From an optimization exercise on the open Yosys and OpenROAD flow, aimed at small area, a short achievable clock period and few clock cycles per item; shortcuts taken in it are not production practice.
Where RTL was checked, it was by simulation tests only, not by an equivalence proof against the original.
Power figures rest on the tool's default switching activity, not on a simulated workload.

## v6
Design udp_ipv4_tx, start of the top module:
module udp_ipv4_tx (
    input  wire             ap_clk,
    input  wire             ap_rst_n,
    input  wire  [31:0]     my_ip_addr,
    input  wire   [7:0]     ip_protocol,
    input  wire             s_axis_tx_meta_tvalid,
    output wire             s_axis_tx_meta_tready,
    input  wire [255:0]     s_axis_tx_meta_tdata,
    input  wire             s_axis_tx_data_tvalid,
    output wire             s_axis_tx_data_tready,
    input  wire  [63:0]     s_axis_tx_data_tdata,
    input  wire   [7:0]     s_axis_tx_data_tkeep,
    input  wire             s_axis_tx_data_tlast,
    output wire             m_axis_tx_data_tvalid,
    input  wire             m_axis_tx_data_tready,
    output wire   [63:0]    m_axis_tx_data_tdata,
    output wire    [7:0]    m_axis_tx_data_tkeep,
    output wire             m_axis_tx_data_tlast,
    output reg    [31:0]    datagrams_transmitted
);
Size in the first run: roughly 91 flip-flops, about 480 I/O pins, roughly 4500 um^2 of cells after synthesis.
clock: 5.0 ns
lec_check: 0
cap_margin: 20
core_area: 2.5 2.5 97.5 97.5
die_area: 0 0 100 100
place_density: 0.7
setup_slack_margin: 2.5
slew_margin: 20
synth_hierarchical: 1
standard.sh (not shown) runs the stock make flow with config.mk's settings and CLKGATE_MAP_FILE= SYNTH_SCRIPT=/design/flow/synth_recipe.tcl, a recipe that flattens the netlist after the stock synthesis.
==> flow/flow/run.sh <==
#!/bin/bash
# Standard ORFS layout (the standard.sh, unchanged synthesis), with the
# port buffers made from the smallest buffer instead of the default choice
# and the pins allowed on every routing track, so a smaller die fits them.
set -euo pipefail
export BUFFER_PORTS_ARGS="-buffer_cell sky130_fd_sc_hd__buf_1"
export PLACE_PINS_ARGS="-min_distance 1 -min_distance_in_tracks"
bash standard.sh synth > synth.log 2>&1
bash standard.sh finish > layout.log 2>&1
Here is what was changed in the inputs of v7 compared with v6.
Settings: SETUP_SLACK_MARGIN: 2.5 -> 2.55.
==> results.txt <==
v7 has completed all stages; timing, DRC and antenna checks passed. Between v6 and v7, the total clock sinks figures differ only marginally. Higher setup slack was reported by v7, not v6. Between v6 and v7, sequential share of layout area decreased. The final reports for v7 and v6 show aggregate routed wire length higher in the former. v7 vs v6: switching power as a share of total power up. Against v6, non-clock buffer total of the final layout in v7 fell slightly. Of v7 and v6, it is v7 that has the higher non-clock buffer contribution to total cell area. v7 ended with less global-route track usage on met2 than v6. Leakage dissipation, v6 and v7: higher on v7. Compare v6 and v7 | global-route total usage across every layer higher: v6.
No functional check of the RTL was part of any run of this note.

========
== P ==
udp_ipv4_tx, a different RTL version from the one above (not shown whole).
Size in the first run: ~530 cells after synthesis, about 90 flip-flops, ~0.0051 mm2 of cells after synthesis.
Settings: LEC_CHECK=0, CAP_MARGIN=20, CORE_AREA=2.5 2.5 167.5 167.5, CTS_BUF_LIST=sky130_fd_sc_hd__clkbuf_8, DIE_AREA=0 0 170 170, PLACE_DENSITY=0.6, SETUP_SLACK_MARGIN=2.3, SLEW_MARGIN=20; clock period 5.0 ns.
==> flow/flow/run.sh <==
#!/bin/bash
# Standard ORFS layout (the standard.sh, unchanged synthesis), with the
# port buffers made from the smallest buffer instead of the default choice.
set -euo pipefail
export BUFFER_PORTS_ARGS="-buffer_cell sky130_fd_sc_hd__buf_1"
bash standard.sh synth > synth.log 2>&1
bash standard.sh finish > layout.log 2>&1
P reached the end of the flow, and the finished layout is clean on the timing, design-rule and antenna checks.
Modified inputs, Q compared to P
Settings: removing CTS_BUF_LIST (formerly sky130_fd_sc_hd__clkbuf_8).
Results
Between P and Q, final cell count is higher for P, Q comes in under that.
Q: clock network area share is 1.3 points higher than what P reported.
Where power is concerned, P is better than Q.
Q: full flow OK, the timing, design-rule and antenna checks passed
Share of power burned in combinational logic (Q over P): decrease, 2.7 points
Final antenna diode count, P and Q: smaller value in Q
Compared with P, Q shows a higher internal power summed over all cells.
Function was not checked in any run of this note: the RTL went through the layout flow alone.

========
## JK
Another version of the RTL of udp_ipv4_tx (not shown whole).
Size in the first run: about 91 flip-flops, roughly 4700 um^2 of cells after synthesis.
Settings: LEC_CHECK=0, CAP_MARGIN=20, CORE_AREA=2.5 2.5 97.5 97.5, DIE_AREA=0 0 100 100, PLACE_DENSITY=0.7, SETUP_SLACK_MARGIN=2.6, SLEW_MARGIN=20, SYNTH_HIERARCHICAL=1; clock period 5.0 ns.
==> flow/flow/run.sh <==
#!/bin/bash
# Standard ORFS layout (the standard.sh, unchanged synthesis), with the
# port buffers made from the smallest buffer instead of the default choice
# and the pins allowed on every routing track, so a smaller die fits them.
set -euo pipefail
export BUFFER_PORTS_ARGS="-buffer_cell sky130_fd_sc_hd__buf_1"
export PLACE_PINS_ARGS="-min_distance 1 -min_distance_in_tracks"
bash standard.sh synth > synth.log 2>&1
bash standard.sh finish > layout.log 2>&1
JK | status: complete | timing, DRC, antenna: pass
Input changes introduced in MS (baseline for comparison: JK):
Settings: SETUP_SLACK_MARGIN: 2.6 -> 2.55.
==> results.txt <==
Of MS and JK, it is MS that has the lower first-pass GRT wire length.
Share of the final layout cell area in multi-input gates of MS is on par with JK.
Comparing MS and JK, area of the multi-input gates is lower on MS.
Of MS and JK, it is MS that has the lower design area.
Re power consumption: MS and JK aren't equal, and the lower value belongs to MS.
Final estimated routing congestion in global placement: lower on MS
JK has a lower final critical delay including setup and external delays than MS.
The run showing the greater logic gate share of total power is JK.
MS vs JK — total wirelength of the detailed-routed design dropped 1.7%.
For the half-perimeter wire length after placement, MS came in 2.8% higher than JK did.
Function was not checked in any run of this note: the RTL went through the layout flow alone.

========
## try-lagoon
Another version of the RTL of udp_ipv4_tx (not shown whole).
Size in the first run: roughly 580 cells after synthesis, ~480 I/O pins, ~4700 um2 of cells after synthesis.
Settings: LEC_CHECK=0, CAP_MARGIN=20, CORE_AREA=2.5 2.5 97.5 97.5, DIE_AREA=0 0 100 100, GPL_ROUTABILITY_DRIVEN=0, PLACE_DENSITY=0.7, SETUP_SLACK_MARGIN=2.55, SLEW_MARGIN=20, SYNTH_HIERARCHICAL=1; clock period 5.0 ns.
Scripts as last shown in full above: flow/flow/run.sh
try-lagoon finished all stages; the layout is clean.
Testbench counts of try-lagoon, summed over its fixed seeds: cycles 93,634, packets 4,800.
diff inputs: try-lagoon => try-maple
--- a/flow/config.mk
+++ b/flow/config.mk
@@ -11 +11 @@
-export GPL_ROUTABILITY_DRIVEN = 0
+export GPL_TIMING_DRIVEN = 0
==> comparison <==
- Going from try-lagoon to try-maple, met3 wirelength from detailed routing grew by more than 10%.
- When try-maple is measured against try-lagoon, its cell count turns out 0.89% higher.
- Between try-lagoon and try-maple, the flow reports total of fill cells in the finished design decreasing by a few percent.
- Sequential share of layout area was lower in try-maple than in try-lagoon.
- Cmp try-maple vs try-lagoon: final design area excluding fillers higher in try-maple
Input changes introduced in try-ember (baseline for comparison: try-maple):
--- a/flow/config.mk
+++ b/flow/config.mk
@@ -11 +10,0 @@
-export GPL_TIMING_DRIVEN = 0
@@ -13 +12 @@
-export SETUP_SLACK_MARGIN = 2.55
+export SETUP_SLACK_MARGIN = 2.6
Results
Comparing relative area of non-clock buffer cells in the final design for try-ember and try-maple, the bigger number came from try-ember. Changes observed in try-ember relative to try-maple: count of clock buffers in the final design now smaller, flip-flop and latch area comparable, global-route usage now smaller. Global routing met3 resource utilization down 2.2 points in try-ember wrt try-maple. try-ember reached the end of the flow, and the finished layout is clean on the timing, design-rule and antenna checks.
## Diff of input files: try-juniper against try-ember
--- a/flow/config.mk
+++ b/flow/config.mk
@@ -12 +12 @@
-export SETUP_SLACK_MARGIN = 2.6
+export SETUP_SLACK_MARGIN = 2.65
[summary]
try-juniper finished every step from synthesis to the final layout, and the layout passed the timing, design-rule and antenna checks.
Net switching share of the total power (higher): try-juniper
Relative to try-ember, try-juniper degrades post-detailed-placement half-perimeter wirelength.
Global-route wire length before repair in try-juniper vs try-ember: up about 4.3%
> inputs changed (try-juniper -> try-pepper)
--- a/flow/config.mk
+++ b/flow/config.mk
@@ -12 +12 @@
-export SETUP_SLACK_MARGIN = 2.65
+export SETUP_SLACK_MARGIN = 2.5
## What came out
- The global-route usage of try-pepper falls short of that of try-juniper by 2.0 points.
- Time the worst path needs with I/O delays and setup on try-pepper is up relative to try-juniper.
- Compare try-pepper and try-juniper | final instance area higher: try-juniper
- Delta (try-pepper minus try-juniper): clock transition time at the flip-flop clock pins of the worst setup and hold paths stayed essentially flat; number of vias in the routed layout fell by 4.4%; combinational cell fraction of total power fell by 1.4 points.
Setup changes, try-pepper to try-sierra
--- a/flow/config.mk
+++ b/flow/config.mk
@@ -12 +12 @@
-export SETUP_SLACK_MARGIN = 2.5
+export SETUP_SLACK_MARGIN = 2.58
Notes after the runs:
Compared with try-pepper, try-sierra shows count of clock-buffer cells in the layout higher by 1.
try-sierra: combinational logic power about 4% above try-pepper
Between try-pepper and try-sierra, the count of nets after finishing figures differ only marginally.
| share of total power in combinational logic | lower: try-pepper |
try-pepper → try-sierra: wire length saw an increase; via count saw an increase.
Delta (try-sierra minus try-pepper): post-placement cell area ~0 delta; worst setup slack after placement -160 ps; final worst hold slack ~0 delta; signed area change from the synthesized netlist to the final layout +2.3 points; sequential power ~0 delta.

========
The RTL this note starts from:
==> flow/design.v <==
`default_nettype none
`timescale 1 ns / 1 ps
module udp_ipv4_tx (
    input  wire             ap_clk,
    input  wire             ap_rst_n,
    input  wire  [31:0]     my_ip_addr,
    input  wire   [7:0]     ip_protocol,
    input  wire             s_axis_tx_meta_tvalid,
    output wire             s_axis_tx_meta_tready,
    input  wire [255:0]     s_axis_tx_meta_tdata,
    input  wire             s_axis_tx_data_tvalid,
    output wire             s_axis_tx_data_tready,
    input  wire  [63:0]     s_axis_tx_data_tdata,
    input  wire   [7:0]     s_axis_tx_data_tkeep,
    input  wire             s_axis_tx_data_tlast,
    output wire             m_axis_tx_data_tvalid,
    input  wire             m_axis_tx_data_tready,
    output wire   [63:0]    m_axis_tx_data_tdata,
    output wire    [7:0]    m_axis_tx_data_tkeep,
    output wire             m_axis_tx_data_tlast,
    output reg    [31:0]    datagrams_transmitted
);
reg st_h0, st_h1, st_h2, st_h3, st_dat, st_prv, st_ext;
reg  [31:0] prev_data;    
reg   [3:1] prev_keep;    
reg         len_zero;     
reg  [15:2] len_r;        
reg         meta_seen;    
wire [31:0] m_dst_ip   = s_axis_tx_meta_tdata[31:0];
wire [15:0] m_dst_port = s_axis_tx_meta_tdata[47:32];
wire [15:0] m_src_port = s_axis_tx_meta_tdata[95:80];
wire [15:0] m_len      = s_axis_tx_meta_tdata[111:96];
wire [15:0] tot_len    = {len_r, m_len[1:0]};
wire [15:0] udp_len    = {len_r, m_len[1:0]};
wire in_v    = s_axis_tx_data_tvalid;
wire in_last = s_axis_tx_data_tlast;
wire in_k4   = s_axis_tx_data_tkeep[4];
wire rdy     = m_axis_tx_data_tready;
assign m_axis_tx_data_tvalid = (st_h0 & s_axis_tx_meta_tvalid & meta_seen) | st_h1 | st_h2 |
                               (st_h3 & len_zero) | st_ext | (st_dat & in_v);
wire out_hs  = m_axis_tx_data_tvalid & rdy;
wire data_hs = st_dat & in_v & rdy;
assign s_axis_tx_data_tready = st_dat & rdy;
assign s_axis_tx_meta_tready = st_h3 & rdy & (len_zero | in_v);
assign m_axis_tx_data_tlast = st_ext | (st_h3 & len_zero) | (st_dat & in_last & ~in_k4);
assign m_axis_tx_data_tkeep[0]   = 1'b1;
assign m_axis_tx_data_tkeep[3:1] = st_ext ? prev_keep : 3'b111;
assign m_axis_tx_data_tkeep[7:4] = (st_h0 | st_h1 | st_h2) ? 4'hF :
                                   st_dat ? s_axis_tx_data_tkeep[3:0] : 4'h0;
assign m_axis_tx_data_tdata[31:0] =
      ({32{st_h0}} & {tot_len[7:0], tot_len[15:8], 8'h00, 8'h45})
    | ({32{st_h1}} & {16'h0000, ip_protocol, 8'h40})
    | ({32{st_h2}} & {m_dst_ip[7:0], m_dst_ip[15:8], m_dst_ip[23:16], m_dst_ip[31:24]})
    | ({32{st_h3}} & {16'h0000, udp_len[7:0], udp_len[15:8]})
    | ({32{st_prv}} & prev_data);
assign m_axis_tx_data_tdata[63:32] =
      ({32{st_h1}} & my_ip_addr)
    | ({32{st_h2}} & {m_dst_port[7:0], m_dst_port[15:8], m_src_port[7:0], m_src_port[15:8]})
    | ({32{st_dat}} & s_axis_tx_data_tdata[31:0]);
always @(posedge ap_clk) begin
    if (!ap_rst_n) begin
        st_h0  <= 1'b1;
        st_h1  <= 1'b0;
        st_h2  <= 1'b0;
        st_h3  <= 1'b0;
        st_dat <= 1'b0;
        st_prv <= 1'b0;
        st_ext <= 1'b0;
    end else if (out_hs) begin
        st_h0  <= m_axis_tx_data_tlast;
        st_h1  <= st_h0;
        st_h2  <= st_h1;
        st_h3  <= st_h2;
        st_dat <= (st_h2 & ~len_zero) | (st_dat & ~in_last);
        st_prv <= st_dat & (~in_last | in_k4);
        st_ext <= st_dat & in_last & in_k4;
    end
end
always @(posedge ap_clk) begin
    if (data_hs) begin
        prev_data <= s_axis_tx_data_tdata[63:32];
        prev_keep <= s_axis_tx_data_tkeep[7:5];
    end
end
always @(posedge ap_clk) begin
    len_zero  <= (m_len == 16'd0);
    len_r     <= {m_len[15:5] ^ len_inc, len_lo[2:0]};
    meta_seen <= ap_rst_n & s_axis_tx_meta_tvalid & ~s_axis_tx_meta_tready;
end
genvar i;
wire        len_u = st_h2 | st_h3;
wire  [3:0] len_lo = {1'b0, m_len[4:2]} + {1'b0, ~len_u, 1'b1, ~len_u};
wire [10:0] len_ones;      
assign len_ones[0] = 1'b1;
for (i = 1; i < 11; i = i + 1) begin : g_len
    assign len_ones[i] = len_ones[i-1] & m_len[4+i];
end
wire [10:0] len_inc = {11{len_lo[3]}} & len_ones;
wire [31:0] cnt_ones;
assign cnt_ones[0] = 1'b1;
for (i = 1; i < 32; i = i + 1) begin : g_cnt
    assign cnt_ones[i] = cnt_ones[i-1] & datagrams_transmitted[i-1];
end
always @(posedge ap_clk) begin
    if (!ap_rst_n)
        datagrams_transmitted <= 32'd0;
    else
        datagrams_transmitted <= datagrams_transmitted ^
                                 ({32{out_hs & m_axis_tx_data_tlast}} & cnt_ones);
end
endmodule
export LEC_CHECK = 0
export CAP_MARGIN = 20
export CORE_AREA = 2.5 2.5 107.5 107.5
export DIE_AREA = 0 0 110 110
export PLACE_DENSITY = 0.6
export SETUP_SLACK_MARGIN = 2.3
export SLEW_MARGIN = 20
create_clock -name core_clock -period 5.0 [get_ports {ap_clk}]
Scripts as last shown in full above: flow/flow/run.sh
Testbench counts at the start, summed over its fixed seeds: cycles 93,634, packets 4,800.
Then changed:
--- a/flow/config.mk
+++ b/flow/config.mk
@@ -9,3 +9,3 @@
-export CORE_AREA = 2.5 2.5 107.5 107.5
-export DIE_AREA = 0 0 110 110
-export PLACE_DENSITY = 0.6
+export CORE_AREA = 2.5 2.5 97.5 97.5
+export DIE_AREA = 0 0 100 100
+export PLACE_DENSITY = 0.7
Result:
- sequential power goes up by about 0.9%
- non-clock buffer count stays the same
- cell count goes down by 3.4%
- routed wire length goes down by 3.2%
- sequential share of layout area goes down by 0.15 points
- first-iteration DRC count goes down by about 26%
- clock power goes up by about 3%
- power goes up by about 1.6%
- die area goes down by about 17%
- global-route usage goes up by 4.2 points
- core utilization goes up by 14 points
Then changed:
==> flow/flow/run.sh (replaced) <==
#!/bin/bash
# Standard ORFS layout (the standard.sh, unchanged synthesis), with the
# port buffers made from the smallest buffer instead of the default choice.
set -euo pipefail
export BUFFER_PORTS_ARGS="-buffer_cell sky130_fd_sc_hd__buf_1"
bash standard.sh synth > synth.log 2>&1
bash standard.sh finish > layout.log 2>&1
--- a/flow/config.mk
+++ b/flow/config.mk
@@ -9,3 +9,3 @@
-export CORE_AREA = 2.5 2.5 97.5 97.5
-export DIE_AREA = 0 0 100 100
-export PLACE_DENSITY = 0.7
+export CORE_AREA = 2.5 2.5 167.5 167.5
+export DIE_AREA = 0 0 170 170
+export PLACE_DENSITY = 0.6
Clock power rises by 30%; synthesized cell count stays the same; routed wire length rises by 43%; sequential share of layout area falls by 2.8 points; count of clock-buffer cells in the layout falls by 5; total power rises by 11%; cell area rises by 8.1%; synthesized area does not change.
Then changed:
--- a/flow/flow/run.sh
+++ b/flow/flow/run.sh
@@ -3 +3,2 @@
-# port buffers made from the smallest buffer instead of the default choice.
+# port buffers made from the smallest buffer instead of the default choice
+# and the pins allowed on every routing track, so a smaller die fits them.
@@ -5,0 +7 @@
+export PLACE_PINS_ARGS="-min_distance 1 -min_distance_in_tracks"
--- a/flow/config.mk
+++ b/flow/config.mk
@@ -9,4 +9,4 @@
-export CORE_AREA = 2.5 2.5 167.5 167.5
-export DIE_AREA = 0 0 170 170
-export PLACE_DENSITY = 0.6
-export SETUP_SLACK_MARGIN = 2.3
+export CORE_AREA = 2.5 2.5 97.5 97.5
+export DIE_AREA = 0 0 100 100
+export PLACE_DENSITY = 0.7
+export SETUP_SLACK_MARGIN = 2.4
Result: Critical path depth rose by 1; wire length fell by 28%; worst setup slack improves by 0.025 ns; synthesized area is unchanged; total power fell by about 12%; worst hold slack improves by 0.012 ns; clock skew rose by 0.0033 ns; first-iteration DRC count rose by about 10%; register-to-register slack degrades by 0.04 ns; non-clock buffer count fell by 3; sequential share of layout area rose by 2.3 points.

==> separate check: timing with driven ports <==
In the flow no input, the clock included, has a driving cell. The finished layouts below were timed again as built, in two steps.
Step 1 sets driving cells, clkbuf_16 on the clock port and buf_2 on the other inputs (assumed; they add their load-dependent delay and slew).
Step 2 adds t to the input delays and takes it off the output delays; t is the mean of the earliest and latest rising clock arrival at the registers after step 1. Input paths then give back, and output paths get back, about the clock's delay inside the block.
Three values: ideal ports, drivers, drivers and shift; two values: the first two.
| run | shift t [ns] | setup slack, ns | worst hold slack (ns) | worst register clock-pin slew, ns |
|---|---|---|---|---|
| v6 | 0.379 | 2.323 / 2.310 / 1.932 | 0.544 / 0.544 / 0.544 | 0.09 / 0.09 |
| v7 | 0.376 | 2.352 / 2.333 / 1.957 | 0.540 / 0.540 / 0.540 | 0.09 / 0.09 |
| P | 0.420 | 1.844 / 1.807 / 2.088 | 0.546 / 0.546 / 0.546 | 0.12 / 0.12 |
| Q | 0.388 | 1.949 / 1.910 / 2.110 | 0.542 / 0.542 / 0.542 | 0.08 / 0.08 |
| JK | 0.385 | 2.552 / 2.503 / 2.207 | 0.502 / 0.502 / 0.502 | 0.10 / 0.10 |
| MS | 0.383 | 2.539 / 2.497 / 2.203 | 0.498 / 0.498 / 0.498 | 0.09 / 0.09 |
| try-lagoon | 0.385 | 2.548 / 2.483 / 2.272 | 0.486 / 0.486 / 0.486 | 0.09 / 0.09 |
| try-maple | 0.379 | 2.536 / 2.467 / 2.268 | 0.487 / 0.487 / 0.487 | 0.10 / 0.10 |
| try-ember | 0.379 | 2.527 / 2.478 / 2.280 | 0.495 / 0.495 / 0.495 | 0.09 / 0.09 |
| try-juniper | 0.392 | 2.510 / 2.464 / 2.213 | 0.475 / 0.475 / 0.475 | 0.11 / 0.11 |
| try-pepper | 0.382 | 2.503 / 2.457 / 2.129 | 0.494 / 0.494 / 0.494 | 0.10 / 0.10 |
| try-sierra | 0.377 | 2.530 / 2.482 / 2.282 | 0.493 / 0.493 / 0.493 | 0.09 / 0.09 |
| the first run of note 5 | 0.389 | 2.160 / 2.113 / 2.046 | 0.499 / 0.499 / 0.499 | 0.09 / 0.09 |
| the second run of note 5 | 0.381 | 2.268 / 2.225 / 2.120 | 0.499 / 0.499 / 0.499 | 0.09 / 0.09 |
| the third run of note 5 | 0.386 | 2.235 / 2.185 / 2.035 | 0.492 / 0.492 / 0.492 | 0.08 / 0.08 |
| the fourth run of note 5 | 0.378 | 2.260 / 2.200 / 2.148 | 0.504 / 0.504 / 0.504 | 0.09 / 0.09 |
After both steps every run listed still meets setup and hold. The setup slack of v7, which loses most, moves by -0.019 ns with the drivers and by -0.395 ns with both steps.
